Context: an optimization exercise on an open-source flow, tuned for small area and a short achievable clock period. The choices shown serve that exercise and are no tape-out recipe.
Only the layout flow was run in this run; the RTL was not checked for function there.

===== design/flow/design.v =====
module mac_unit #(
    parameter AW = 16,
    parameter BW = 16,
    parameter ACCW = 40,
    parameter SIGNED = 0
)(
    input  wire clk,
    input  wire rst_n,
    input  wire en,
    input  wire valid_in,
    input  wire [AW-1:0] a,
    input  wire [BW-1:0] b,
    output reg  valid_out,
    output reg  [ACCW-1:0] acc_out
);
  reg [81:0] pr;
  reg valid_reg;
  wire [39:0] nacc = ~acc_out;
  wire p1;
  wire p2;
  wire p3;
  wire p4;
  wire p5;
  wire p6;
  wire p7;
  wire p8;
  wire p9;
  wire p10;
  wire p11;
  wire p12;
  wire p13;
  wire p14;
  wire p15;
  wire p16;
  wire p17;
  wire p18;
  wire p19;
  wire p20;
  wire p21;
  wire p22;
  wire p23;
  wire p24;
  wire p25;
  wire p26;
  wire p27;
  wire p28;
  wire p29;
  wire p30;
  wire p31;
  wire p32;
  wire p33;
  wire p34;
  wire p35;
  wire p36;
  wire p37;
  wire p38;
  wire p39;
  wire p40;
  wire p41;
  wire p42;
  wire p43;
  wire p44;
  wire p45;
  wire p46;
  wire p47;
  wire p48;
  wire p49;
  wire p50;
  wire p51;
  wire p52;
  wire p53;
  wire p54;
  wire p55;
  wire p56;
  wire p57;
  wire p58;
  wire p59;
  wire p60;
  wire p61;
  wire p62;
  wire p63;
  wire p64;
  wire p65;
  wire p66;
  wire p67;
  wire p68;
  wire p69;
  wire p70;
  wire p71;
  wire p72;
  wire p73;
  wire p74;
  wire p75;
  wire p76;
  wire p77;
  wire p78;
  wire p79;
  wire p80;
  wire p81;
  wire p82;
  wire p83;
  wire p84;
  wire p85;
  wire p86;
  wire p87;
  wire p88;
  wire p89;
  wire p90;
  wire p91;
  wire p92;
  wire p93;
  wire p94;
  wire p95;
  wire p96;
  wire p97;
  wire p98;
  wire p99;
  wire p100;
  wire p101;
  wire p102;
  wire p103;
  wire p104;
  wire p105;
  wire p106;
  wire p107;
  wire p108;
  wire p109;
  wire p110;
  wire p111;
  wire p112;
  wire p113;
  wire p114;
  wire p115;
  wire p116;
  wire p117;
  wire p118;
  wire p119;
  wire p120;
  wire p121;
  wire p122;
  wire p123;
  wire p124;
  wire p125;
  wire p126;
  wire p127;
  wire p128;
  wire p129;
  wire p130;
  wire p131;
  wire p132;
  wire p133;
  wire p134;
  wire p135;
  wire p136;
  wire p137;
  wire p138;
  wire p139;
  wire p140;
  wire p141;
  wire p142;
  wire p143;
  wire p144;
  wire p145;
  wire p146;
  wire p147;
  wire p148;
  wire p149;
  wire p150;
  wire p151;
  wire p152;
  wire p153;
  wire p154;
  wire p155;
  wire p156;
  wire p157;
  wire p158;
  wire p159;
  wire p160;
  wire p161;
  wire p162;
  wire p163;
  wire p164;
  wire p165;
  wire p166;
  wire p167;
  wire p168;
  wire p169;
  wire p170;
  wire p171;
  wire p172;
  wire p173;
  wire p174;
  wire p175;
  wire p176;
  wire p177;
  wire p178;
  wire p179;
  wire p180;
  wire p181;
  wire p182;
  wire p183;
  wire p184;
  wire p185;
  wire p186;
  wire p187;
  wire p188;
  wire p189;
  wire p190;
  wire p191;
  wire p192;
  wire p193;
  wire p194;
  wire p195;
  wire p196;
  wire p197;
  wire p198;
  wire p199;
  wire p200;
  wire p201;
  wire p202;
  wire p203;
  wire p204;
  wire p205;
  wire p206;
  wire p207;
  wire p208;
  wire p209;
  wire p210;
  wire p211;
  wire p212;
  wire p213;
  wire p214;
  wire p215;
  wire p216;
  wire p217;
  wire p218;
  wire p219;
  wire p220;
  wire p221;
  wire p222;
  wire p223;
  wire p224;
  wire p225;
  wire p226;
  wire p227;
  wire p228;
  wire p229;
  wire p230;
  wire p231;
  wire p232;
  wire p233;
  wire p234;
  wire p235;
  wire p236;
  wire p237;
  wire p238;
  wire p239;
  wire p240;
  wire p241;
  wire p242;
  wire p243;
  wire p244;
  wire p245;
  wire p246;
  wire p247;
  wire p248;
  wire p249;
  wire p250;
  wire p251;
  wire p252;
  wire p253;
  wire p254;
  wire p255;
  wire p256;
  wire s257;
  wire c258;
  wire s259;
  wire c260;
  wire s261;
  wire c262;
  wire s263;
  wire c264;
  wire s265;
  wire c266;
  wire s267;
  wire c268;
  wire s269;
  wire c270;
  wire s271;
  wire c272;
  wire s273;
  wire c274;
  wire s275;
  wire c276;
  wire s277;
  wire c278;
  wire s279;
  wire c280;
  wire s281;
  wire c282;
  wire s283;
  wire c284;
  wire s285;
  wire c286;
  wire s287;
  wire c288;
  wire s289;
  wire c290;
  wire s291;
  wire c292;
  wire s293;
  wire c294;
  wire s295;
  wire c296;
  wire s297;
  wire c298;
  wire s299;
  wire c300;
  wire s301;
  wire c302;
  wire s303;
  wire c304;
  wire s305;
  wire c306;
  wire s307;
  wire c308;
  wire s309;
  wire c310;
  wire s311;
  wire c312;
  wire s313;
  wire c314;
  wire s315;
  wire c316;
  wire s317;
  wire c318;
  wire s319;
  wire c320;
  wire s321;
  wire c322;
  wire s323;
  wire c324;
  wire s325;
  wire c326;
  wire s327;
  wire c328;
  wire s329;
  wire c330;
  wire s331;
  wire c332;
  wire s333;
  wire c334;
  wire s335;
  wire c336;
  wire s337;
  wire c338;
  wire s339;
  wire c340;
  wire s341;
  wire c342;
  wire s343;
  wire c344;
  wire s345;
  wire c346;
  wire s347;
  wire c348;
  wire s349;
  wire c350;
  wire s351;
  wire c352;
  wire s353;
  wire c354;
  wire s355;
  wire c356;
  wire s357;
  wire c358;
  wire s359;
  wire c360;
  wire s361;
  wire c362;
  wire s363;
  wire c364;
  wire s365;
  wire c366;
  wire s367;
  wire c368;
  wire s369;
  wire c370;
  wire s371;
  wire c372;
  wire s373;
  wire c374;
  wire s375;
  wire c376;
  wire s377;
  wire c378;
  wire s379;
  wire c380;
  wire s381;
  wire c382;
  wire s383;
  wire c384;
  wire s385;
  wire c386;
  wire s387;
  wire c388;
  wire s389;
  wire c390;
  wire s391;
  wire c392;
  wire s393;
  wire c394;
  wire s395;
  wire c396;
  wire s397;
  wire c398;
  wire s399;
  wire c400;
  wire s401;
  wire c402;
  wire s403;
  wire c404;
  wire s405;
  wire c406;
  wire s407;
  wire c408;
  wire s409;
  wire c410;
  wire s411;
  wire c412;
  wire s413;
  wire c414;
  wire s415;
  wire c416;
  wire s417;
  wire c418;
  wire s419;
  wire c420;
  wire s421;
  wire c422;
  wire s423;
  wire c424;
  wire s425;
  wire c426;
  wire s427;
  wire c428;
  wire s429;
  wire c430;
  wire s431;
  wire c432;
  wire s433;
  wire c434;
  wire s435;
  wire c436;
  wire s437;
  wire c438;
  wire s439;
  wire c440;
  wire s441;
  wire c442;
  wire s443;
  wire c444;
  wire s445;
  wire c446;
  wire s447;
  wire c448;
  wire s449;
  wire c450;
  wire s451;
  wire c452;
  wire s453;
  wire c454;
  wire s455;
  wire c456;
  wire s457;
  wire c458;
  wire s459;
  wire c460;
  wire s461;
  wire c462;
  wire s463;
  wire c464;
  wire s465;
  wire c466;
  wire s467;
  wire c468;
  wire s469;
  wire c470;
  wire s471;
  wire c472;
  wire s473;
  wire c474;
  wire s475;
  wire c476;
  wire s477;
  wire c478;
  wire s479;
  wire c480;
  wire s481;
  wire c482;
  wire s483;
  wire c484;
  wire s485;
  wire c486;
  wire s487;
  wire c488;
  wire s489;
  wire c490;
  wire s491;
  wire c492;
  wire s493;
  wire c494;
  wire s495;
  wire c496;
  wire s497;
  wire c498;
  wire s499;
  wire c500;
  wire s501;
  wire c502;
  wire s503;
  wire c504;
  wire s505;
  wire c506;
  wire s507;
  wire c508;
  wire s509;
  wire c510;
  wire s511;
  wire c512;
  wire s513;
  wire c514;
  wire s515;
  wire c516;
  wire s517;
  wire c518;
  wire s519;
  wire c520;
  wire s521;
  wire c522;
  wire s523;
  wire c524;
  wire s525;
  wire c526;
  wire s527;
  wire c528;
  wire s529;
  wire c530;
  wire s531;
  wire c532;
  wire s533;
  wire c534;
  wire s535;
  wire c536;
  wire s537;
  wire c538;
  wire s539;
  wire c540;
  wire s541;
  wire c542;
  wire s543;
  wire c544;
  wire s545;
  wire c546;
  wire s547;
  wire c548;
  wire s549;
  wire c550;
  wire s551;
  wire c552;
  wire s553;
  wire c554;
  wire s555;
  wire c556;
  wire s557;
  wire c558;
  wire s559;
  wire c560;
  wire s561;
  wire c562;
  wire s563;
  wire c564;
  wire s565;
  wire c566;
  wire s567;
  wire c568;
  wire s569;
  wire c570;
  wire s571;
  wire c572;
  wire s573;
  wire c574;
  wire s575;
  wire c576;
  wire s577;
  wire c578;
  wire s579;
  wire c580;
  wire s581;
  wire c582;
  wire s583;
  wire c584;
  wire s585;
  wire c586;
  wire s587;
  wire c588;
  wire s589;
  wire c590;
  wire s591;
  wire c592;
  wire s593;
  wire c594;
  wire s595;
  wire c596;
  wire s597;
  wire c598;
  wire s599;
  wire c600;
  wire s601;
  wire c602;
  wire s603;
  wire c604;
  wire s605;
  wire c606;
  wire s607;
  wire c608;
  wire s609;
  wire c610;
  wire s611;
  wire c612;
  wire s613;
  wire c614;
  wire s615;
  wire c616;
  wire s617;
  wire c618;
  wire s619;
  wire c620;
  wire s621;
  wire c622;
  wire s623;
  wire c624;
  wire s625;
  wire c626;
  wire s627;
  wire c628;
  wire s629;
  wire c630;
  wire s631;
  wire c632;
  wire s633;
  wire c634;
  wire s635;
  wire c636;
  wire s637;
  wire c638;
  wire s639;
  wire c640;
  wire s641;
  wire c642;
  wire s643;
  wire c644;
  wire s645;
  wire c646;
  wire s647;
  wire c648;
  wire s649;
  wire c650;
  wire s651;
  wire c652;
  wire s653;
  wire c654;
  wire s655;
  wire c656;
  wire s657;
  wire c658;
  wire s659;
  wire c660;
  wire s661;
  wire c662;
  wire s663;
  wire c664;
  wire s665;
  wire c666;
  wire s667;
  wire c668;
  wire s669;
  wire c670;
  wire s671;
  wire c672;
  wire s673;
  wire c674;
  wire s675;
  wire c676;
  wire s677;
  wire c678;
  wire s679;
  wire c680;
  wire s681;
  wire c682;
  wire s683;
  wire c684;
  wire s685;
  wire c686;
  wire s687;
  wire c688;
  wire s689;
  wire c690;
  wire s691;
  wire c692;
  wire s693;
  wire c694;
  wire s695;
  wire c696;
  wire s697;
  wire c698;
  wire s699;
  wire c700;
  wire s701;
  wire c702;
  wire s703;
  wire c704;
  wire s705;
  wire c706;
  wire s707;
  wire c708;
  wire s709;
  wire c710;
  wire s711;
  wire c712;
  wire s713;
  wire c714;
  wire s715;
  wire c716;
  wire s717;
  wire c718;
  wire s719;
  wire c720;
  wire s721;
  wire c722;
  wire s723;
  wire c724;
  wire s725;
  wire c726;
  wire s727;
  wire c728;
  wire s729;
  wire c730;
  wire s731;
  wire c732;
  wire s733;
  wire c734;
  wire s735;
  wire c736;
  assign p1 = ~(a[0] & b[0]);
  assign p2 = ~(a[0] & b[1]);
  assign p3 = ~(a[0] & b[2]);
  assign p4 = ~(a[0] & b[3]);
  assign p5 = ~(a[0] & b[4]);
  assign p6 = ~(a[0] & b[5]);
  assign p7 = ~(a[0] & b[6]);
  assign p8 = ~(a[0] & b[7]);
  assign p9 = ~(a[0] & b[8]);
  assign p10 = ~(a[0] & b[9]);
  assign p11 = ~(a[0] & b[10]);
  assign p12 = ~(a[0] & b[11]);
  assign p13 = ~(a[0] & b[12]);
  assign p14 = ~(a[0] & b[13]);
  assign p15 = ~(a[0] & b[14]);
  assign p16 = ~(a[0] & b[15]);
  assign p17 = ~(a[1] & b[0]);
  assign p18 = ~(a[1] & b[1]);
  assign p19 = ~(a[1] & b[2]);
  assign p20 = ~(a[1] & b[3]);
  assign p21 = ~(a[1] & b[4]);
  assign p22 = ~(a[1] & b[5]);
  assign p23 = ~(a[1] & b[6]);
  assign p24 = ~(a[1] & b[7]);
  assign p25 = ~(a[1] & b[8]);
  assign p26 = ~(a[1] & b[9]);
  assign p27 = ~(a[1] & b[10]);
  assign p28 = ~(a[1] & b[11]);
  assign p29 = ~(a[1] & b[12]);
  assign p30 = ~(a[1] & b[13]);
  assign p31 = ~(a[1] & b[14]);
  assign p32 = ~(a[1] & b[15]);
  assign p33 = ~(a[2] & b[0]);
  assign p34 = ~(a[2] & b[1]);
  assign p35 = ~(a[2] & b[2]);
  assign p36 = ~(a[2] & b[3]);
  assign p37 = ~(a[2] & b[4]);
  assign p38 = ~(a[2] & b[5]);
  assign p39 = ~(a[2] & b[6]);
  assign p40 = ~(a[2] & b[7]);
  assign p41 = ~(a[2] & b[8]);
  assign p42 = ~(a[2] & b[9]);
  assign p43 = ~(a[2] & b[10]);
  assign p44 = ~(a[2] & b[11]);
  assign p45 = ~(a[2] & b[12]);
  assign p46 = ~(a[2] & b[13]);
  assign p47 = ~(a[2] & b[14]);
  assign p48 = ~(a[2] & b[15]);
  assign p49 = ~(a[3] & b[0]);
  assign p50 = ~(a[3] & b[1]);
  assign p51 = ~(a[3] & b[2]);
  assign p52 = ~(a[3] & b[3]);
  assign p53 = ~(a[3] & b[4]);
  assign p54 = ~(a[3] & b[5]);
  assign p55 = ~(a[3] & b[6]);
  assign p56 = ~(a[3] & b[7]);
  assign p57 = ~(a[3] & b[8]);
  assign p58 = ~(a[3] & b[9]);
  assign p59 = ~(a[3] & b[10]);
  assign p60 = ~(a[3] & b[11]);
  assign p61 = ~(a[3] & b[12]);
  assign p62 = ~(a[3] & b[13]);
  assign p63 = ~(a[3] & b[14]);
  assign p64 = ~(a[3] & b[15]);
  assign p65 = ~(a[4] & b[0]);
  assign p66 = ~(a[4] & b[1]);
  assign p67 = ~(a[4] & b[2]);
  assign p68 = ~(a[4] & b[3]);
  assign p69 = ~(a[4] & b[4]);
  assign p70 = ~(a[4] & b[5]);
  assign p71 = ~(a[4] & b[6]);
  assign p72 = ~(a[4] & b[7]);
  assign p73 = ~(a[4] & b[8]);
  assign p74 = ~(a[4] & b[9]);
  assign p75 = ~(a[4] & b[10]);
  assign p76 = ~(a[4] & b[11]);
  assign p77 = ~(a[4] & b[12]);
  assign p78 = ~(a[4] & b[13]);
  assign p79 = ~(a[4] & b[14]);
  assign p80 = ~(a[4] & b[15]);
  assign p81 = ~(a[5] & b[0]);
  assign p82 = ~(a[5] & b[1]);
  assign p83 = ~(a[5] & b[2]);
  assign p84 = ~(a[5] & b[3]);
  assign p85 = ~(a[5] & b[4]);
  assign p86 = ~(a[5] & b[5]);
  assign p87 = ~(a[5] & b[6]);
  assign p88 = ~(a[5] & b[7]);
  assign p89 = ~(a[5] & b[8]);
  assign p90 = ~(a[5] & b[9]);
  assign p91 = ~(a[5] & b[10]);
  assign p92 = ~(a[5] & b[11]);
  assign p93 = ~(a[5] & b[12]);
  assign p94 = ~(a[5] & b[13]);
  assign p95 = ~(a[5] & b[14]);
  assign p96 = ~(a[5] & b[15]);
  assign p97 = ~(a[6] & b[0]);
  assign p98 = ~(a[6] & b[1]);
  assign p99 = ~(a[6] & b[2]);
  assign p100 = ~(a[6] & b[3]);
  assign p101 = ~(a[6] & b[4]);
  assign p102 = ~(a[6] & b[5]);
  assign p103 = ~(a[6] & b[6]);
  assign p104 = ~(a[6] & b[7]);
  assign p105 = ~(a[6] & b[8]);
  assign p106 = ~(a[6] & b[9]);
  assign p107 = ~(a[6] & b[10]);
  assign p108 = ~(a[6] & b[11]);
  assign p109 = ~(a[6] & b[12]);
  assign p110 = ~(a[6] & b[13]);
  assign p111 = ~(a[6] & b[14]);
  assign p112 = ~(a[6] & b[15]);
  assign p113 = ~(a[7] & b[0]);
  assign p114 = ~(a[7] & b[1]);
  assign p115 = ~(a[7] & b[2]);
  assign p116 = ~(a[7] & b[3]);
  assign p117 = ~(a[7] & b[4]);
  assign p118 = ~(a[7] & b[5]);
  assign p119 = ~(a[7] & b[6]);
  assign p120 = ~(a[7] & b[7]);
  assign p121 = ~(a[7] & b[8]);
  assign p122 = ~(a[7] & b[9]);
  assign p123 = ~(a[7] & b[10]);
  assign p124 = ~(a[7] & b[11]);
  assign p125 = ~(a[7] & b[12]);
  assign p126 = ~(a[7] & b[13]);
  assign p127 = ~(a[7] & b[14]);
  assign p128 = ~(a[7] & b[15]);
  assign p129 = ~(a[8] & b[0]);
  assign p130 = ~(a[8] & b[1]);
  assign p131 = ~(a[8] & b[2]);
  assign p132 = ~(a[8] & b[3]);
  assign p133 = ~(a[8] & b[4]);
  assign p134 = ~(a[8] & b[5]);
  assign p135 = ~(a[8] & b[6]);
  assign p136 = ~(a[8] & b[7]);
  assign p137 = ~(a[8] & b[8]);
  assign p138 = ~(a[8] & b[9]);
  assign p139 = ~(a[8] & b[10]);
  assign p140 = ~(a[8] & b[11]);
  assign p141 = ~(a[8] & b[12]);
  assign p142 = ~(a[8] & b[13]);
  assign p143 = ~(a[8] & b[14]);
  assign p144 = ~(a[8] & b[15]);
  assign p145 = ~(a[9] & b[0]);
  assign p146 = ~(a[9] & b[1]);
  assign p147 = ~(a[9] & b[2]);
  assign p148 = ~(a[9] & b[3]);
  assign p149 = ~(a[9] & b[4]);
  assign p150 = ~(a[9] & b[5]);
  assign p151 = ~(a[9] & b[6]);
  assign p152 = ~(a[9] & b[7]);
  assign p153 = ~(a[9] & b[8]);
  assign p154 = ~(a[9] & b[9]);
  assign p155 = ~(a[9] & b[10]);
  assign p156 = ~(a[9] & b[11]);
  assign p157 = ~(a[9] & b[12]);
  assign p158 = ~(a[9] & b[13]);
  assign p159 = ~(a[9] & b[14]);
  assign p160 = ~(a[9] & b[15]);
  assign p161 = ~(a[10] & b[0]);
  assign p162 = ~(a[10] & b[1]);
  assign p163 = ~(a[10] & b[2]);
  assign p164 = ~(a[10] & b[3]);
  assign p165 = ~(a[10] & b[4]);
  assign p166 = ~(a[10] & b[5]);
  assign p167 = ~(a[10] & b[6]);
  assign p168 = ~(a[10] & b[7]);
  assign p169 = ~(a[10] & b[8]);
  assign p170 = ~(a[10] & b[9]);
  assign p171 = ~(a[10] & b[10]);
  assign p172 = ~(a[10] & b[11]);
  assign p173 = ~(a[10] & b[12]);
  assign p174 = ~(a[10] & b[13]);
  assign p175 = ~(a[10] & b[14]);
  assign p176 = ~(a[10] & b[15]);
  assign p177 = ~(a[11] & b[0]);
  assign p178 = ~(a[11] & b[1]);
  assign p179 = ~(a[11] & b[2]);
  assign p180 = ~(a[11] & b[3]);
  assign p181 = ~(a[11] & b[4]);
  assign p182 = ~(a[11] & b[5]);
  assign p183 = ~(a[11] & b[6]);
  assign p184 = ~(a[11] & b[7]);
  assign p185 = ~(a[11] & b[8]);
  assign p186 = ~(a[11] & b[9]);
  assign p187 = ~(a[11] & b[10]);
  assign p188 = ~(a[11] & b[11]);
  assign p189 = ~(a[11] & b[12]);
  assign p190 = ~(a[11] & b[13]);
  assign p191 = ~(a[11] & b[14]);
  assign p192 = ~(a[11] & b[15]);
  assign p193 = ~(a[12] & b[0]);
  assign p194 = ~(a[12] & b[1]);
  assign p195 = ~(a[12] & b[2]);
  assign p196 = ~(a[12] & b[3]);
  assign p197 = ~(a[12] & b[4]);
  assign p198 = ~(a[12] & b[5]);
  assign p199 = ~(a[12] & b[6]);
  assign p200 = ~(a[12] & b[7]);
  assign p201 = ~(a[12] & b[8]);
  assign p202 = ~(a[12] & b[9]);
  assign p203 = ~(a[12] & b[10]);
  assign p204 = ~(a[12] & b[11]);
  assign p205 = ~(a[12] & b[12]);
  assign p206 = ~(a[12] & b[13]);
  assign p207 = ~(a[12] & b[14]);
  assign p208 = ~(a[12] & b[15]);
  assign p209 = ~(a[13] & b[0]);
  assign p210 = ~(a[13] & b[1]);
  assign p211 = ~(a[13] & b[2]);
  assign p212 = ~(a[13] & b[3]);
  assign p213 = ~(a[13] & b[4]);
  assign p214 = ~(a[13] & b[5]);
  assign p215 = ~(a[13] & b[6]);
  assign p216 = ~(a[13] & b[7]);
  assign p217 = ~(a[13] & b[8]);
  assign p218 = ~(a[13] & b[9]);
  assign p219 = ~(a[13] & b[10]);
  assign p220 = ~(a[13] & b[11]);
  assign p221 = ~(a[13] & b[12]);
  assign p222 = ~(a[13] & b[13]);
  assign p223 = ~(a[13] & b[14]);
  assign p224 = ~(a[13] & b[15]);
  assign p225 = ~(a[14] & b[0]);
  assign p226 = ~(a[14] & b[1]);
  assign p227 = ~(a[14] & b[2]);
  assign p228 = ~(a[14] & b[3]);
  assign p229 = ~(a[14] & b[4]);
  assign p230 = ~(a[14] & b[5]);
  assign p231 = ~(a[14] & b[6]);
  assign p232 = ~(a[14] & b[7]);
  assign p233 = ~(a[14] & b[8]);
  assign p234 = ~(a[14] & b[9]);
  assign p235 = ~(a[14] & b[10]);
  assign p236 = ~(a[14] & b[11]);
  assign p237 = ~(a[14] & b[12]);
  assign p238 = ~(a[14] & b[13]);
  assign p239 = ~(a[14] & b[14]);
  assign p240 = ~(a[14] & b[15]);
  assign p241 = ~(a[15] & b[0]);
  assign p242 = ~(a[15] & b[1]);
  assign p243 = ~(a[15] & b[2]);
  assign p244 = ~(a[15] & b[3]);
  assign p245 = ~(a[15] & b[4]);
  assign p246 = ~(a[15] & b[5]);
  assign p247 = ~(a[15] & b[6]);
  assign p248 = ~(a[15] & b[7]);
  assign p249 = ~(a[15] & b[8]);
  assign p250 = ~(a[15] & b[9]);
  assign p251 = ~(a[15] & b[10]);
  assign p252 = ~(a[15] & b[11]);
  assign p253 = ~(a[15] & b[12]);
  assign p254 = ~(a[15] & b[13]);
  assign p255 = ~(a[15] & b[14]);
  assign p256 = ~(a[15] & b[15]);
  mac_hai ha1 (.a(p104), .b(p119), .s(s257), .co(c258));
  mac_fa fa1 (.a(p105), .b(p120), .ci(p135), .s(s259), .co(c260));
  mac_hai ha2 (.a(p15), .b(p150), .s(s261), .co(c262));
  mac_fa fa2 (.a(p106), .b(p121), .ci(p136), .s(s263), .co(c264));
  mac_fa fa3 (.a(p151), .b(p16), .ci(p166), .s(s265), .co(c266));
  mac_hai ha3 (.a(p181), .b(p196), .s(s267), .co(c268));
  mac_fa fa4 (.a(p107), .b(p122), .ci(p137), .s(s269), .co(c270));
  mac_fa fa5 (.a(p152), .b(p167), .ci(p182), .s(s271), .co(c272));
  mac_hai ha4 (.a(p197), .b(p212), .s(s273), .co(c274));
  mac_fa fa6 (.a(p108), .b(p123), .ci(p138), .s(s275), .co(c276));
  mac_fa fa7 (.a(p153), .b(p168), .ci(p183), .s(s277), .co(c278));
  mac_fa fa8 (.a(p109), .b(p124), .ci(p139), .s(s279), .co(c280));
  mac_hai ha5 (.a(p10), .b(p100), .s(s281), .co(c282));
  mac_fa fa9 (.a(p101), .b(p11), .ci(p116), .s(s283), .co(c284));
  mac_hai ha6 (.a(p131), .b(p146), .s(s285), .co(c286));
  mac_fa fa10 (.a(p102), .b(p117), .ci(p12), .s(s287), .co(c288));
  mac_fa fa11 (.a(p132), .b(p147), .ci(p162), .s(s289), .co(c290));
  mac_hai ha7 (.a(p177), .b(p27), .s(s291), .co(c292));
  mac_fa fa12 (.a(p103), .b(p118), .ci(p13), .s(s293), .co(c294));
  mac_fa fa13 (.a(p133), .b(p148), .ci(p163), .s(s295), .co(c296));
  mac_fa fa14 (.a(p178), .b(p193), .ci(p28), .s(s297), .co(c298));
  mac_hai ha8 (.a(p43), .b(p58), .s(s299), .co(c300));
  mac_fa fa15 (.a(p134), .b(p14), .ci(p149), .s(s301), .co(c302));
  mac_fa fa16 (.a(p164), .b(p179), .ci(p194), .s(s303), .co(c304));
  mac_fa fa17 (.a(p209), .b(p29), .ci(p44), .s(s305), .co(c306));
  mac_fa fa18 (.a(p59), .b(p74), .ci(p89), .s(s307), .co(c308));
  mac_fa fa19 (.a(p165), .b(p180), .ci(p195), .s(s309), .co(c310));
  mac_fa fa20 (.a(p210), .b(p225), .ci(p30), .s(s311), .co(c312));
  mac_fa fa21 (.a(p45), .b(p60), .ci(p75), .s(s313), .co(c314));
  mac_fa fa22 (.a(p90), .b(c258), .ci(s261), .s(s315), .co(c316));
  mac_fa fa23 (.a(p211), .b(p226), .ci(p241), .s(s317), .co(c318));
  mac_fa fa24 (.a(p31), .b(p46), .ci(p61), .s(s319), .co(c320));
  mac_fa fa25 (.a(p76), .b(p91), .ci(c262), .s(s321), .co(c322));
  mac_fa fa26 (.a(s267), .b(c260), .ci(s263), .s(s323), .co(c324));
  mac_fa fa27 (.a(p227), .b(p242), .ci(p32), .s(s325), .co(c326));
  mac_fa fa28 (.a(p47), .b(p62), .ci(p77), .s(s327), .co(c328));
  mac_fa fa29 (.a(p92), .b(c268), .ci(s273), .s(s329), .co(c330));
  mac_fa fa30 (.a(c264), .b(c266), .ci(s269), .s(s331), .co(c332));
  mac_fa fa31 (.a(p198), .b(p213), .ci(p228), .s(s333), .co(c334));
  mac_fa fa32 (.a(p243), .b(p48), .ci(p63), .s(s335), .co(c336));
  mac_fa fa33 (.a(p78), .b(p93), .ci(c274), .s(s337), .co(c338));
  mac_fa fa34 (.a(c270), .b(c272), .ci(s275), .s(s339), .co(c340));
  mac_fa fa35 (.a(p154), .b(p169), .ci(p184), .s(s341), .co(c342));
  mac_fa fa36 (.a(p199), .b(p214), .ci(p229), .s(s343), .co(c344));
  mac_fa fa37 (.a(p244), .b(p64), .ci(p79), .s(s345), .co(c346));
  mac_fa fa38 (.a(p94), .b(c276), .ci(c278), .s(s347), .co(c348));
  mac_fa fa39 (.a(p110), .b(p125), .ci(p140), .s(s349), .co(c350));
  mac_fa fa40 (.a(p155), .b(p170), .ci(p185), .s(s351), .co(c352));
  mac_fa fa41 (.a(p200), .b(p215), .ci(p230), .s(s353), .co(c354));
  mac_fa fa42 (.a(p245), .b(p80), .ci(p95), .s(s355), .co(c356));
  mac_fa fa43 (.a(p111), .b(p126), .ci(p141), .s(s357), .co(c358));
  mac_fa fa44 (.a(p156), .b(p171), .ci(p186), .s(s359), .co(c360));
  mac_fa fa45 (.a(p201), .b(p216), .ci(p231), .s(s361), .co(c362));
  mac_fa fa46 (.a(p112), .b(p127), .ci(p142), .s(s363), .co(c364));
  mac_fa fa47 (.a(p157), .b(p172), .ci(p187), .s(s365), .co(c366));
  mac_fa fa48 (.a(p128), .b(p143), .ci(p158), .s(s367), .co(c368));
  mac_hai ha9 (.a(p22), .b(p37), .s(s369), .co(c370));
  mac_fa fa49 (.a(p113), .b(p23), .ci(p38), .s(s371), .co(c372));
  mac_hai ha10 (.a(p53), .b(p68), .s(s373), .co(c374));
  mac_fa fa50 (.a(p114), .b(p129), .ci(p24), .s(s375), .co(c376));
  mac_fa fa51 (.a(p39), .b(p54), .ci(p69), .s(s377), .co(c378));
  mac_hai ha11 (.a(p84), .b(p9), .s(s379), .co(c380));
  mac_fa fa52 (.a(p115), .b(p130), .ci(p145), .s(s381), .co(c382));
  mac_fa fa53 (.a(p25), .b(p40), .ci(p55), .s(s383), .co(c384));
  mac_fa fa54 (.a(p70), .b(p85), .ci(s281), .s(s385), .co(c386));
  mac_fa fa55 (.a(p161), .b(p26), .ci(p41), .s(s387), .co(c388));
  mac_fa fa56 (.a(p56), .b(p71), .ci(p86), .s(s389), .co(c390));
  mac_fa fa57 (.a(c282), .b(s285), .ci(s283), .s(s391), .co(c392));
  mac_fa fa58 (.a(p42), .b(p57), .ci(p72), .s(s393), .co(c394));
  mac_fa fa59 (.a(p87), .b(c286), .ci(s291), .s(s395), .co(c396));
  mac_fa fa60 (.a(c284), .b(s287), .ci(s289), .s(s397), .co(c398));
  mac_fa fa61 (.a(p73), .b(p88), .ci(c292), .s(s399), .co(c400));
  mac_fa fa62 (.a(s299), .b(c288), .ci(c290), .s(s401), .co(c402));
  mac_fa fa63 (.a(s293), .b(s295), .ci(s297), .s(s403), .co(c404));
  mac_fa fa64 (.a(c300), .b(s257), .ci(c294), .s(s405), .co(c406));
  mac_fa fa65 (.a(c296), .b(c298), .ci(s301), .s(s407), .co(c408));
  mac_fa fa66 (.a(s303), .b(s305), .ci(s307), .s(s409), .co(c410));
  mac_fa fa67 (.a(c302), .b(c304), .ci(c306), .s(s411), .co(c412));
  mac_fa fa68 (.a(c308), .b(s259), .ci(s309), .s(s413), .co(c414));
  mac_fa fa69 (.a(s311), .b(s313), .ci(s315), .s(s415), .co(c416));
  mac_fa fa70 (.a(c310), .b(c312), .ci(c314), .s(s417), .co(c418));
  mac_fa fa71 (.a(s265), .b(s317), .ci(s319), .s(s419), .co(c420));
  mac_fa fa72 (.a(c316), .b(s321), .ci(s323), .s(s421), .co(c422));
  mac_fa fa73 (.a(c318), .b(c320), .ci(s271), .s(s423), .co(c424));
  mac_fa fa74 (.a(s325), .b(s327), .ci(c322), .s(s425), .co(c426));
  mac_fa fa75 (.a(s329), .b(c324), .ci(s331), .s(s427), .co(c428));
  mac_fa fa76 (.a(c326), .b(c328), .ci(s277), .s(s429), .co(c430));
  mac_fa fa77 (.a(s333), .b(s335), .ci(c330), .s(s431), .co(c432));
  mac_fa fa78 (.a(s337), .b(c332), .ci(s339), .s(s433), .co(c434));
  mac_fa fa79 (.a(c334), .b(c336), .ci(s279), .s(s435), .co(c436));
  mac_fa fa80 (.a(s341), .b(s343), .ci(s345), .s(s437), .co(c438));
  mac_fa fa81 (.a(c338), .b(s347), .ci(c340), .s(s439), .co(c440));
  mac_fa fa82 (.a(c280), .b(c342), .ci(c344), .s(s441), .co(c442));
  mac_fa fa83 (.a(c346), .b(s349), .ci(s351), .s(s443), .co(c444));
  mac_fa fa84 (.a(s353), .b(s355), .ci(c348), .s(s445), .co(c446));
  mac_fa fa85 (.a(p246), .b(p96), .ci(c350), .s(s447), .co(c448));
  mac_fa fa86 (.a(c352), .b(c354), .ci(c356), .s(s449), .co(c450));
  mac_fa fa87 (.a(s357), .b(s359), .ci(s361), .s(s451), .co(c452));
  mac_fa fa88 (.a(p202), .b(p217), .ci(p232), .s(s453), .co(c454));
  mac_fa fa89 (.a(p247), .b(c358), .ci(c360), .s(s455), .co(c456));
  mac_fa fa90 (.a(c362), .b(s363), .ci(s365), .s(s457), .co(c458));
  mac_fa fa91 (.a(p173), .b(p188), .ci(p203), .s(s459), .co(c460));
  mac_fa fa92 (.a(p218), .b(p233), .ci(p248), .s(s461), .co(c462));
  mac_fa fa93 (.a(c364), .b(c366), .ci(s367), .s(s463), .co(c464));
  mac_fa fa94 (.a(p144), .b(p159), .ci(p174), .s(s465), .co(c466));
  mac_fa fa95 (.a(p189), .b(p204), .ci(p219), .s(s467), .co(c468));
  mac_fa fa96 (.a(p234), .b(p249), .ci(c368), .s(s469), .co(c470));
  mac_fa fa97 (.a(p160), .b(p175), .ci(p190), .s(s471), .co(c472));
  mac_fa fa98 (.a(p205), .b(p220), .ci(p235), .s(s473), .co(c474));
  mac_fa fa99 (.a(p176), .b(p191), .ci(p206), .s(s475), .co(c476));
  mac_hai ha12 (.a(p20), .b(p35), .s(s477), .co(c478));
  mac_fa fa100 (.a(p21), .b(p36), .ci(p51), .s(s479), .co(c480));
  mac_hai ha13 (.a(p6), .b(p66), .s(s481), .co(c482));
  mac_fa fa101 (.a(p52), .b(p67), .ci(p7), .s(s483), .co(c484));
  mac_fa fa102 (.a(p82), .b(p97), .ci(s369), .s(s485), .co(c486));
  mac_fa fa103 (.a(p8), .b(p83), .ci(p98), .s(s487), .co(c488));
  mac_fa fa104 (.a(c370), .b(s373), .ci(s371), .s(s489), .co(c490));
  mac_fa fa105 (.a(p99), .b(c374), .ci(s379), .s(s491), .co(c492));
  mac_fa fa106 (.a(c372), .b(s375), .ci(s377), .s(s493), .co(c494));
  mac_fa fa107 (.a(c380), .b(c376), .ci(c378), .s(s495), .co(c496));
  mac_fa fa108 (.a(s381), .b(s383), .ci(s385), .s(s497), .co(c498));
  mac_fa fa109 (.a(c382), .b(c384), .ci(s387), .s(s499), .co(c500));
  mac_fa fa110 (.a(s389), .b(c386), .ci(s391), .s(s501), .co(c502));
  mac_fa fa111 (.a(c388), .b(c390), .ci(s393), .s(s503), .co(c504));
  mac_fa fa112 (.a(s395), .b(c392), .ci(s397), .s(s505), .co(c506));
  mac_fa fa113 (.a(c394), .b(c396), .ci(s399), .s(s507), .co(c508));
  mac_fa fa114 (.a(s401), .b(c398), .ci(s403), .s(s509), .co(c510));
  mac_fa fa115 (.a(c400), .b(c402), .ci(s405), .s(s511), .co(c512));
  mac_fa fa116 (.a(c404), .b(s407), .ci(s409), .s(s513), .co(c514));
  mac_fa fa117 (.a(c406), .b(c408), .ci(c410), .s(s515), .co(c516));
  mac_fa fa118 (.a(s411), .b(s413), .ci(s415), .s(s517), .co(c518));
  mac_fa fa119 (.a(c412), .b(c414), .ci(s417), .s(s519), .co(c520));
  mac_fa fa120 (.a(s419), .b(c416), .ci(s421), .s(s521), .co(c522));
  mac_fa fa121 (.a(c418), .b(c420), .ci(s423), .s(s523), .co(c524));
  mac_fa fa122 (.a(s425), .b(c422), .ci(s427), .s(s525), .co(c526));
  mac_fa fa123 (.a(c424), .b(s429), .ci(c426), .s(s527), .co(c528));
  mac_fa fa124 (.a(s431), .b(c428), .ci(s433), .s(s529), .co(c530));
  mac_fa fa125 (.a(c430), .b(s435), .ci(s437), .s(s531), .co(c532));
  mac_fa fa126 (.a(c432), .b(c434), .ci(s439), .s(s533), .co(c534));
  mac_fa fa127 (.a(c436), .b(c438), .ci(s441), .s(s535), .co(c536));
  mac_fa fa128 (.a(s443), .b(s445), .ci(c440), .s(s537), .co(c538));
  mac_fa fa129 (.a(c442), .b(s447), .ci(c444), .s(s539), .co(c540));
  mac_fa fa130 (.a(s449), .b(s451), .ci(c446), .s(s541), .co(c542));
  mac_fa fa131 (.a(s453), .b(c448), .ci(c450), .s(s543), .co(c544));
  mac_fa fa132 (.a(s455), .b(c452), .ci(s457), .s(s545), .co(c546));
  mac_fa fa133 (.a(c454), .b(s459), .ci(s461), .s(s547), .co(c548));
  mac_fa fa134 (.a(c456), .b(c458), .ci(s463), .s(s549), .co(c550));
  mac_fa fa135 (.a(c460), .b(c462), .ci(s465), .s(s551), .co(c552));
  mac_fa fa136 (.a(s467), .b(s469), .ci(c464), .s(s553), .co(c554));
  mac_fa fa137 (.a(p250), .b(c466), .ci(c468), .s(s555), .co(c556));
  mac_fa fa138 (.a(s471), .b(s473), .ci(c470), .s(s557), .co(c558));
  mac_fa fa139 (.a(p221), .b(p236), .ci(p251), .s(s559), .co(c560));
  mac_fa fa140 (.a(c472), .b(c474), .ci(s475), .s(s561), .co(c562));
  mac_fa fa141 (.a(p192), .b(p207), .ci(p222), .s(s563), .co(c564));
  mac_fa fa142 (.a(p237), .b(p252), .ci(c476), .s(s565), .co(c566));
  mac_fa fa143 (.a(p208), .b(p223), .ci(p238), .s(s567), .co(c568));
  mac_fa fa144 (.a(p18), .b(p3), .ci(p33), .s(s569), .co(c570));
  mac_fa fa145 (.a(p19), .b(p34), .ci(p4), .s(s571), .co(c572));
  mac_fa fa146 (.a(p49), .b(c570), .ci(s571), .s(s573), .co(c574));
  mac_fa fa147 (.a(p5), .b(p50), .ci(p65), .s(s575), .co(c576));
  mac_fa fa148 (.a(s477), .b(c572), .ci(s575), .s(s577), .co(c578));
  mac_fa fa149 (.a(p81), .b(c478), .ci(s481), .s(s579), .co(c580));
  mac_fa fa150 (.a(c576), .b(s479), .ci(s579), .s(s581), .co(c582));
  mac_fa fa151 (.a(c482), .b(c480), .ci(s483), .s(s583), .co(c584));
  mac_fa fa152 (.a(c580), .b(s485), .ci(s583), .s(s585), .co(c586));
  mac_fa fa153 (.a(c484), .b(s487), .ci(c486), .s(s587), .co(c588));
  mac_fa fa154 (.a(c584), .b(s489), .ci(s587), .s(s589), .co(c590));
  mac_fa fa155 (.a(c488), .b(s491), .ci(c490), .s(s591), .co(c592));
  mac_fa fa156 (.a(s493), .b(c588), .ci(s591), .s(s593), .co(c594));
  mac_fa fa157 (.a(c492), .b(s495), .ci(c494), .s(s595), .co(c596));
  mac_fa fa158 (.a(s497), .b(c592), .ci(s595), .s(s597), .co(c598));
  mac_fa fa159 (.a(c496), .b(s499), .ci(c498), .s(s599), .co(c600));
  mac_fa fa160 (.a(c500), .b(s503), .ci(c502), .s(s601), .co(c602));
  mac_fa fa161 (.a(c504), .b(s507), .ci(c506), .s(s603), .co(c604));
  mac_fa fa162 (.a(c508), .b(s511), .ci(c510), .s(s605), .co(c606));
  mac_fa fa163 (.a(c512), .b(s515), .ci(c514), .s(s607), .co(c608));
  mac_fa fa164 (.a(s547), .b(c544), .ci(c546), .s(s609), .co(c610));
  mac_fa fa165 (.a(c548), .b(s551), .ci(c550), .s(s611), .co(c612));
  mac_fa fa166 (.a(s555), .b(c552), .ci(s557), .s(s613), .co(c614));
  mac_fa fa167 (.a(s559), .b(c556), .ci(s561), .s(s615), .co(c616));
  mac_fa fa168 (.a(c560), .b(s563), .ci(s565), .s(s617), .co(c618));
  mac_fa fa169 (.a(c562), .b(s617), .ci(c616), .s(s619), .co(c620));
  mac_fa fa170 (.a(p253), .b(c564), .ci(s567), .s(s621), .co(c622));
  mac_fa fa171 (.a(c566), .b(s621), .ci(c618), .s(s623), .co(c624));
  mac_fa fa172 (.a(p224), .b(p239), .ci(p254), .s(s625), .co(c626));
  mac_fa fa173 (.a(c568), .b(s625), .ci(c622), .s(s627), .co(c628));
  mac_fa fa174 (.a(p240), .b(p255), .ci(c626), .s(s629), .co(c630));
  mac_hai ha14 (.a(pr[1]), .b(pr[2]), .s(s631), .co(c632));
  mac_hai ha15 (.a(pr[3]), .b(nacc[2]), .s(s633), .co(c634));
  mac_hai ha16 (.a(pr[4]), .b(nacc[3]), .s(s635), .co(c636));
  mac_fa fa175 (.a(pr[5]), .b(pr[6]), .ci(nacc[4]), .s(s637), .co(c638));
  mac_fa fa176 (.a(pr[7]), .b(pr[8]), .ci(nacc[5]), .s(s639), .co(c640));
  mac_fa fa177 (.a(pr[10]), .b(pr[9]), .ci(nacc[6]), .s(s641), .co(c642));
  mac_fa fa178 (.a(pr[11]), .b(pr[12]), .ci(nacc[7]), .s(s643), .co(c644));
  mac_fa fa179 (.a(pr[13]), .b(pr[14]), .ci(nacc[8]), .s(s645), .co(c646));
  mac_fa fa180 (.a(pr[15]), .b(pr[16]), .ci(nacc[9]), .s(s647), .co(c648));
  mac_fa fa181 (.a(pr[17]), .b(pr[18]), .ci(pr[19]), .s(s649), .co(c650));
  mac_fa fa182 (.a(pr[20]), .b(nacc[10]), .ci(c648), .s(s651), .co(c652));
  mac_fa fa183 (.a(pr[21]), .b(pr[22]), .ci(pr[23]), .s(s653), .co(c654));
  mac_fa fa184 (.a(nacc[11]), .b(c650), .ci(s653), .s(s655), .co(c656));
  mac_fa fa185 (.a(pr[24]), .b(pr[25]), .ci(pr[26]), .s(s657), .co(c658));
  mac_fa fa186 (.a(nacc[12]), .b(c654), .ci(s657), .s(s659), .co(c660));
  mac_fa fa187 (.a(pr[27]), .b(pr[28]), .ci(pr[29]), .s(s661), .co(c662));
  mac_fa fa188 (.a(nacc[13]), .b(c658), .ci(s661), .s(s663), .co(c664));
  mac_fa fa189 (.a(pr[30]), .b(pr[31]), .ci(pr[32]), .s(s665), .co(c666));
  mac_fa fa190 (.a(nacc[14]), .b(c662), .ci(s665), .s(s667), .co(c668));
  mac_fa fa191 (.a(pr[33]), .b(pr[34]), .ci(pr[35]), .s(s669), .co(c670));
  mac_fa fa192 (.a(pr[36]), .b(pr[37]), .ci(nacc[15]), .s(s671), .co(c672));
  mac_fa fa193 (.a(c666), .b(s669), .ci(s671), .s(s673), .co(c674));
  mac_fa fa194 (.a(pr[38]), .b(pr[39]), .ci(pr[40]), .s(s675), .co(c676));
  mac_fa fa195 (.a(pr[41]), .b(nacc[16]), .ci(c670), .s(s677), .co(c678));
  mac_fa fa196 (.a(c672), .b(s675), .ci(s677), .s(s679), .co(c680));
  mac_fa fa197 (.a(pr[42]), .b(pr[43]), .ci(pr[44]), .s(s681), .co(c682));
  mac_fa fa198 (.a(pr[45]), .b(nacc[17]), .ci(c676), .s(s683), .co(c684));
  mac_fa fa199 (.a(s681), .b(c678), .ci(s683), .s(s685), .co(c686));
  mac_fa fa200 (.a(pr[46]), .b(pr[47]), .ci(pr[48]), .s(s687), .co(c688));
  mac_fa fa201 (.a(pr[49]), .b(nacc[18]), .ci(c682), .s(s689), .co(c690));
  mac_fa fa202 (.a(s687), .b(c684), .ci(s689), .s(s691), .co(c692));
  mac_fa fa203 (.a(pr[50]), .b(pr[51]), .ci(pr[52]), .s(s693), .co(c694));
  mac_fa fa204 (.a(pr[53]), .b(nacc[19]), .ci(c688), .s(s695), .co(c696));
  mac_fa fa205 (.a(s693), .b(c690), .ci(s695), .s(s697), .co(c698));
  mac_fa fa206 (.a(pr[54]), .b(pr[55]), .ci(pr[56]), .s(s699), .co(c700));
  mac_fa fa207 (.a(pr[57]), .b(nacc[20]), .ci(c694), .s(s701), .co(c702));
  mac_fa fa208 (.a(s699), .b(c696), .ci(s701), .s(s703), .co(c704));
  mac_fa fa209 (.a(pr[58]), .b(pr[59]), .ci(pr[60]), .s(s705), .co(c706));
  mac_fa fa210 (.a(pr[61]), .b(nacc[21]), .ci(c700), .s(s707), .co(c708));
  mac_fa fa211 (.a(s705), .b(c702), .ci(s707), .s(s709), .co(c710));
  mac_fa fa212 (.a(pr[62]), .b(pr[63]), .ci(nacc[22]), .s(s711), .co(c712));
  mac_fa fa213 (.a(c706), .b(s711), .ci(c708), .s(s713), .co(c714));
  mac_fa fa214 (.a(pr[64]), .b(pr[65]), .ci(pr[66]), .s(s715), .co(c716));
  mac_fa fa215 (.a(nacc[23]), .b(c712), .ci(s715), .s(s717), .co(c718));
  mac_fa fa216 (.a(pr[67]), .b(pr[68]), .ci(pr[69]), .s(s719), .co(c720));
  mac_fa fa217 (.a(nacc[24]), .b(c716), .ci(s719), .s(s721), .co(c722));
  mac_fa fa218 (.a(pr[70]), .b(pr[71]), .ci(pr[72]), .s(s723), .co(c724));
  mac_fa fa219 (.a(nacc[25]), .b(c720), .ci(s723), .s(s725), .co(c726));
  mac_fa fa220 (.a(pr[73]), .b(nacc[26]), .ci(c724), .s(s727), .co(c728));
  mac_fa fa221 (.a(pr[74]), .b(pr[75]), .ci(nacc[27]), .s(s729), .co(c730));
  mac_fa fa222 (.a(pr[76]), .b(pr[77]), .ci(nacc[28]), .s(s731), .co(c732));
  mac_fa fa223 (.a(pr[78]), .b(pr[79]), .ci(nacc[29]), .s(s733), .co(c734));
  mac_fa fa224 (.a(pr[80]), .b(pr[81]), .ci(nacc[30]), .s(s735), .co(c736));
  wire [39:0] ra = {nacc[39], nacc[38], nacc[37], nacc[36], nacc[35], nacc[34], nacc[33], nacc[32], nacc[31], c734, c732, c730, s729, s727, c722, c718, s717, c710, c704, c698, c692, c686, c680, c674, c668, c664, c660, c656, c652, s649, c646, c644, c642, c640, c638, c636, c634, c632, nacc[1], pr[0]};
  wire [39:0] rb = {1'b1, 1'b1, 1'b1, 1'b1, 1'b1, 1'b1, 1'b1, 1'b1, c736, s735, s733, s731, c728, c726, s725, s721, c714, s713, s709, s703, s697, s691, s685, s679, s673, s667, s663, s659, s655, s651, s647, s645, s643, s641, s639, s637, s635, s633, s631, nacc[0]};
  wire [33:0] lo = {1'b0, ra[32:0]} + {1'b0, rb[32:0]} + 34'd1;
  wire [6:0] hi_inc = acc_out[39:33] + 7'd1;
  wire [39:0] sum = {lo[33] ? acc_out[39:33] : hi_inc, ~lo[32:0]};
  always @(posedge clk) begin
    pr <= {c630, p256, c628, s629, c624, s627, c620, s623, s619, c614, s615, c558, c612, s613, c554, s611, c610, s553, s609, s549, c542, s545, c540, s543, c538, s541, s539, c536, s537, c534, s535, c532, s533, c530, s531, c528, s529, c526, s527, c524, s525, c522, s523, c520, s521, c608, c518, s519, c516, s607, c606, s517, s605, c604, s513, s603, c602, s509, s601, c600, s505, c598, s599, s501, c596, s597, c594, s593, c590, s589, c586, s585, c582, s581, c578, s577, c574, s573, s569, p2, p17, p1};
    valid_reg <= valid_in & rst_n;
  end
  always @(posedge clk) begin
    if (!rst_n) begin
      acc_out <= 40'd0;
      valid_out <= 1'b0;
    end else begin
      valid_out <= valid_reg;
      if (en && valid_reg)
        acc_out <= sum;
    end
  end
endmodule
module mac_fa (input wire a, input wire b, input wire ci,
               output wire s, output wire co);
  assign s = a ^ b ^ ci;
  assign co = (a & b) | (a & ci) | (b & ci);
endmodule
module mac_hai (input wire a, input wire b, output wire s, output wire co);
  mac_xnor x0 (.a(a), .b(b), .y(s));
  mac_or o0 (.a(a), .b(b), .y(co));
endmodule
module mac_xnor (input wire a, input wire b, output wire y);
  assign y = ~(a ^ b);
endmodule
module mac_or (input wire a, input wire b, output wire y);
  assign y = a | b;
endmodule
module mac_fx (input wire a, input wire b, input wire ci,
               output wire s, output wire co);
  wire t;
  mac_xor x0 (.a(a), .b(b), .y(t));
  mac_xor x1 (.a(t), .b(ci), .y(s));
  mac_mux m0 (.s(t), .d0(a), .d1(ci), .y(co));
endmodule
module mac_xor (input wire a, input wire b, output wire y);
  assign y = a ^ b;
endmodule
module mac_mux (input wire s, input wire d0, input wire d1, output wire y);
  assign y = s ? d1 : d0;
endmodule

===== design/flow/run.sh =====
#!/bin/bash
# synth_recipe.tcl (not shown) runs the flow's synth.tcl, then flattens the netlist and writes it again
# the make line also repeats each setting of config.mk as NAME=value (left out here)
make -C /OpenROAD-flow-scripts/flow DESIGN_CONFIG=/design/flow/config.mk WORK_HOME=/design/flow/orfs CLKGATE_MAP_FILE= SYNTH_SCRIPT=/design/flow/synth_recipe.tcl finish

===== design/flow/config.mk =====
export PLATFORM = sky130hd
export DESIGN_NAME = mac_unit
export DESIGN_NICKNAME = mac_unit
export VERILOG_FILES = /design/flow/design.v
export SDC_FILE = /design/flow/constraint.sdc
export NUM_CORES = 4
export LEC_CHECK = 0
export CAP_MARGIN = 20
export CORE_MARGIN = 2
export CORE_UTILIZATION = 65
export SETUP_SLACK_MARGIN = 3.3
export SLEW_MARGIN = 20
export SYNTH_HIERARCHICAL = 1
export SYNTH_MINIMUM_KEEP_SIZE = 0

===== design/flow/constraint.sdc =====
create_clock -name core_clock -period 7.0 [get_ports {clk}]
set_input_delay 1.4000 -clock core_clock [delete_from_list [all_inputs] [get_ports {clk}]]
set_output_delay 1.4000 -clock core_clock [all_outputs]
set_load 0.01 [all_outputs]

==> results.txt <==
DR pass1 iterations -> 5
Area Overhead vs Synth -> 15.3%
CTS tree -> yes
Worst setup SP type -> flip-flop
antenna violations before repair -> 0
Clock Latency Late Sink -> 0.42 ns
max reg flops -> 82
Num Clock Sinks -> 124
final instance area -> 12600 um^2
all-layer global routing usage -> 32.8%
Vias -> 8102
Post-synth EDFFs -> 0
fin nets -> 1411
synth warn -> 7
effective utilization at floorplan -> 66.2%
Core ar. -> 16500 um^2
RSZ-0062 raised after global routing -> yes
Root Buffer -> clkbuf_16
CTS Buffer Depth -> 2
RD Place Congestion -> 0.919
highest-count cells in the layout ignoring fill and taps -> 280 x nand2_1, 219 x fa_1, 123 x dfxtp_1
sequential area share after synthesis -> 22.8%
min Tclk post-route -> 3.72 ns
CTS HTree Levels -> 4
CTS Buf Count -> 17
most common cell after layout, fill and taps aside -> nand2_1
Largest regs -> pr: 82 flops, acc_out: 40 flops
final slew viol count -> 0
largest net degree at the start of global routing -> 57
clock slew at reported path FFs -> 0.06 ns
Ant. Diodes -> 0
#FFs+latches synth -> 124
Max FO, Critical Path -> 6
Post-Syn Area -> 10900 um^2
actual slew at the worst max-slew pin -> 1.07 ns
Mapped Nets -> 1384
Setup TNS -> 0 ns
number of remaining DRC errors -> 0
via density per instance -> 6.00
crit path max-delay cell type -> fa_1
Critical Path AT -> 4.06 ns
row count -> 47
die area -> 17800 um^2
antenna viol nets, final -> 0
worst slack at placement -> 2.23 ns
drt wl/cell -> 20.3 um
FFs w/ async S/R, synth -> 0%
Critical Path RT -> 7.34 ns
CP Cell Sequence -> fa_2, fa_1, fa_1, ha_4, nand2_2, o21ai_1, a41oi_2, or2_4, nor4_4, o31a_1, or3_4, mux2i_1
final critical-path setup slack -> 3.28 ns
cts hold-fix bufs -> 0
setup violators final -> 0
Setup CP Type -> reg -> reg
CP Capture Type -> flip-flop
vias in the first global route -> 8460
number of buffers added on ports -> 76
die extent in y -> 134 um
most used cell, CP -> fa_1
Post-Route WL -> 27400 um
CP max stage delay -> 0.51 ns
gr ovfl total -> 0
num ports -> 77
Crit path max-delay family -> adder cells
status -> no timing/DRC/antenna violations
worst min path class -> reg -> reg
Max-Cap Viols -> 0
DR iter-0 viols -> 609
post-synthesis cell type count -> 55
ys flop type -> dfxtp_1
fmax -> 269 MHz
synthesized area per cell -> 10.0 um^2
Tcrit/Tclk final -> 53.2%
max_slew headroom -> 28.9%
WP buf/inv -> 0
register name with the most flops -> pr
layout cells sized above 1 -> 11.0%
Final Hold Vio Count -> 0
post-placement cell area -> 11700 um^2
post-synthesis instance total -> 1090
Detail Placement HPWL -> 19800 um
clk_skew -> 0.0106 ns
first-pass GRT wire length -> 44400 um
die span in x -> 134 um
R2R Setup Slk -> 3.28 ns
[timing repair]
action                     4_1_cts  5_1_grt
resized for setup              114       67
setup endpoints to repair       73       34
pin swaps                       21       27
setup buffers                    6        6
[worst min-delay path: cells and delay by family (launching register included)]
kind / cells / cell delay (ns)
multiplexers: 1 / 0.05
flip-flops: 1 / 0.32
AND/OR/NAND/NOR: 1 / 0.05
[metrics by stage]
step           hold slack (ns)  util, %  std cells
4_1_cts                  0.479     75.8       1344
5_1_grt                  0.513     76.3       1350
2_1_floorplan            0.462        -       1090
3_5_place_dp             0.471     70.8       1306
6_report                 0.475     76.3       1350
3_3_place_gp             0.455     70.8       1306
[kinds of logic after synthesis]
group                    after synthesis  share of synthesized area, %
AND/OR/NAND/NOR                      390                          14.9
XOR/XNOR                              44                          3.53
multiplexers                           4                         0.367
buffers and inverters                122                          4.20
adder cells (fa/ha/maj)              258                          45.1
AO/OA/AOI/OAI                        148                          9.10
flip-flops                           124                          22.8
[Yosys stat by module (local to each module, per instance), a selection]
module	cells inside	flip-flops and latches
mac_xnor	1	0
mac_or	1	0
mac_fa	1	0
mac_unit	834	124
[final cells by class]
| class | count | area, um^2 |
|---|---|---|
| Clock buffer | 22 | 474 |
| Clock inverter | 10 | 161 |
| Fill cell | 1161 | 3900 |
| Inverter | 42 | 159 |
| Multi-Input combinational cell | 844 | 8220 |
| Sequential cell | 124 | 2480 |
| Tap cell | 220 | 275 |
| Timing Repair Buffer | 88 | 796 |
[Yosys cell counts (all sizes together), types with 3 or more instances]
cell | count | area share, %
and2 | 7 | 0.40
a21oi | 45 | 2.1
o31ai | 5 | 0.34
nand2b | 6 | 0.34
a21o | 12 | 0.83
nand4 | 6 | 0.34
or3 | 3 | 0.17
nand2 | 284 | 9.8
nor3 | 5 | 0.23
o21a | 4 | 0.28
o21ai | 31 | 1.4
nor2 | 34 | 1.2
nor2b | 5 | 0.29
or2 | 17 | 0.98
ha | 33 | 3.8
fa | 225 | 41
xnor2 | 36 | 2.9
inv | 41 | 1.4
mux2i | 4 | 0.37
a211oi | 23 | 1.6
dfxtp | 124 | 23
clkbuf | 79 | 2.7
xor2 | 8 | 0.64
o211ai | 3 | 0.21
and3 | 5 | 0.29
nand3 | 14 | 0.64
a31oi | 3 | 0.17
[layer usage]
metal / track usage, % / vias to the layer above / routed length [um]
li1: - / 3544 / -
met1: 44.4 / 4092 / 11400
met2: 52.3 / 402 / 12800
met3: 9.93 / 64 / 2660
met4: 8.98 / 0 / 610
met5: 0 / - / 0
[worst paths after layout]
path,from,end,cells past startpoint
worst min-delay path,acc_out[36]$_SDFFE_PN0P_,acc_out[36]$_SDFFE_PN0P_,2
worst min register to register,acc_out[36]$_SDFFE_PN0P_,acc_out[36]$_SDFFE_PN0P_,2
worst max register to register,pr[35]$_DFF_P_,acc_out[39]$_SDFFE_PN0P_,12
worst max-delay path,pr[35]$_DFF_P_,acc_out[39]$_SDFFE_PN0P_,12

[re-timing with driven ports]
How much do the figures lean on ideal ports? The routed layout below was timed once more, with nothing changed but the port constraints.
Step 1 (the two cells are an assumption about what drives the block):
set clk [get_ports {clk}]
set_driving_cell -lib_cell sky130_fd_sc_hd__clkbuf_16 $clk
set_driving_cell -lib_cell sky130_fd_sc_hd__buf_2 [delete_from_list [all_inputs] $clk]
Step 2, shift: input delay + t, output delay - t, t = (earliest + latest rising clock arrival at the registers) / 2. This alone moves slack from input paths to output paths.
Three values: no drivers, after step 1, after step 2; two values: the first two.
t (ns): 0.465
slack for setup (ns): 3.278 / 3.278 / 2.876
hold slack, ns: 0.475 / 0.475 / 0.475
worst register clock-pin slew, ns: 0.06 / 0.06
worst slew at a driven data input, ns: 0.06
After both steps this run still meets setup and hold. For this run, drivers alone change the setup slack by 0.000 ns; drivers and shift together by -0.402 ns.
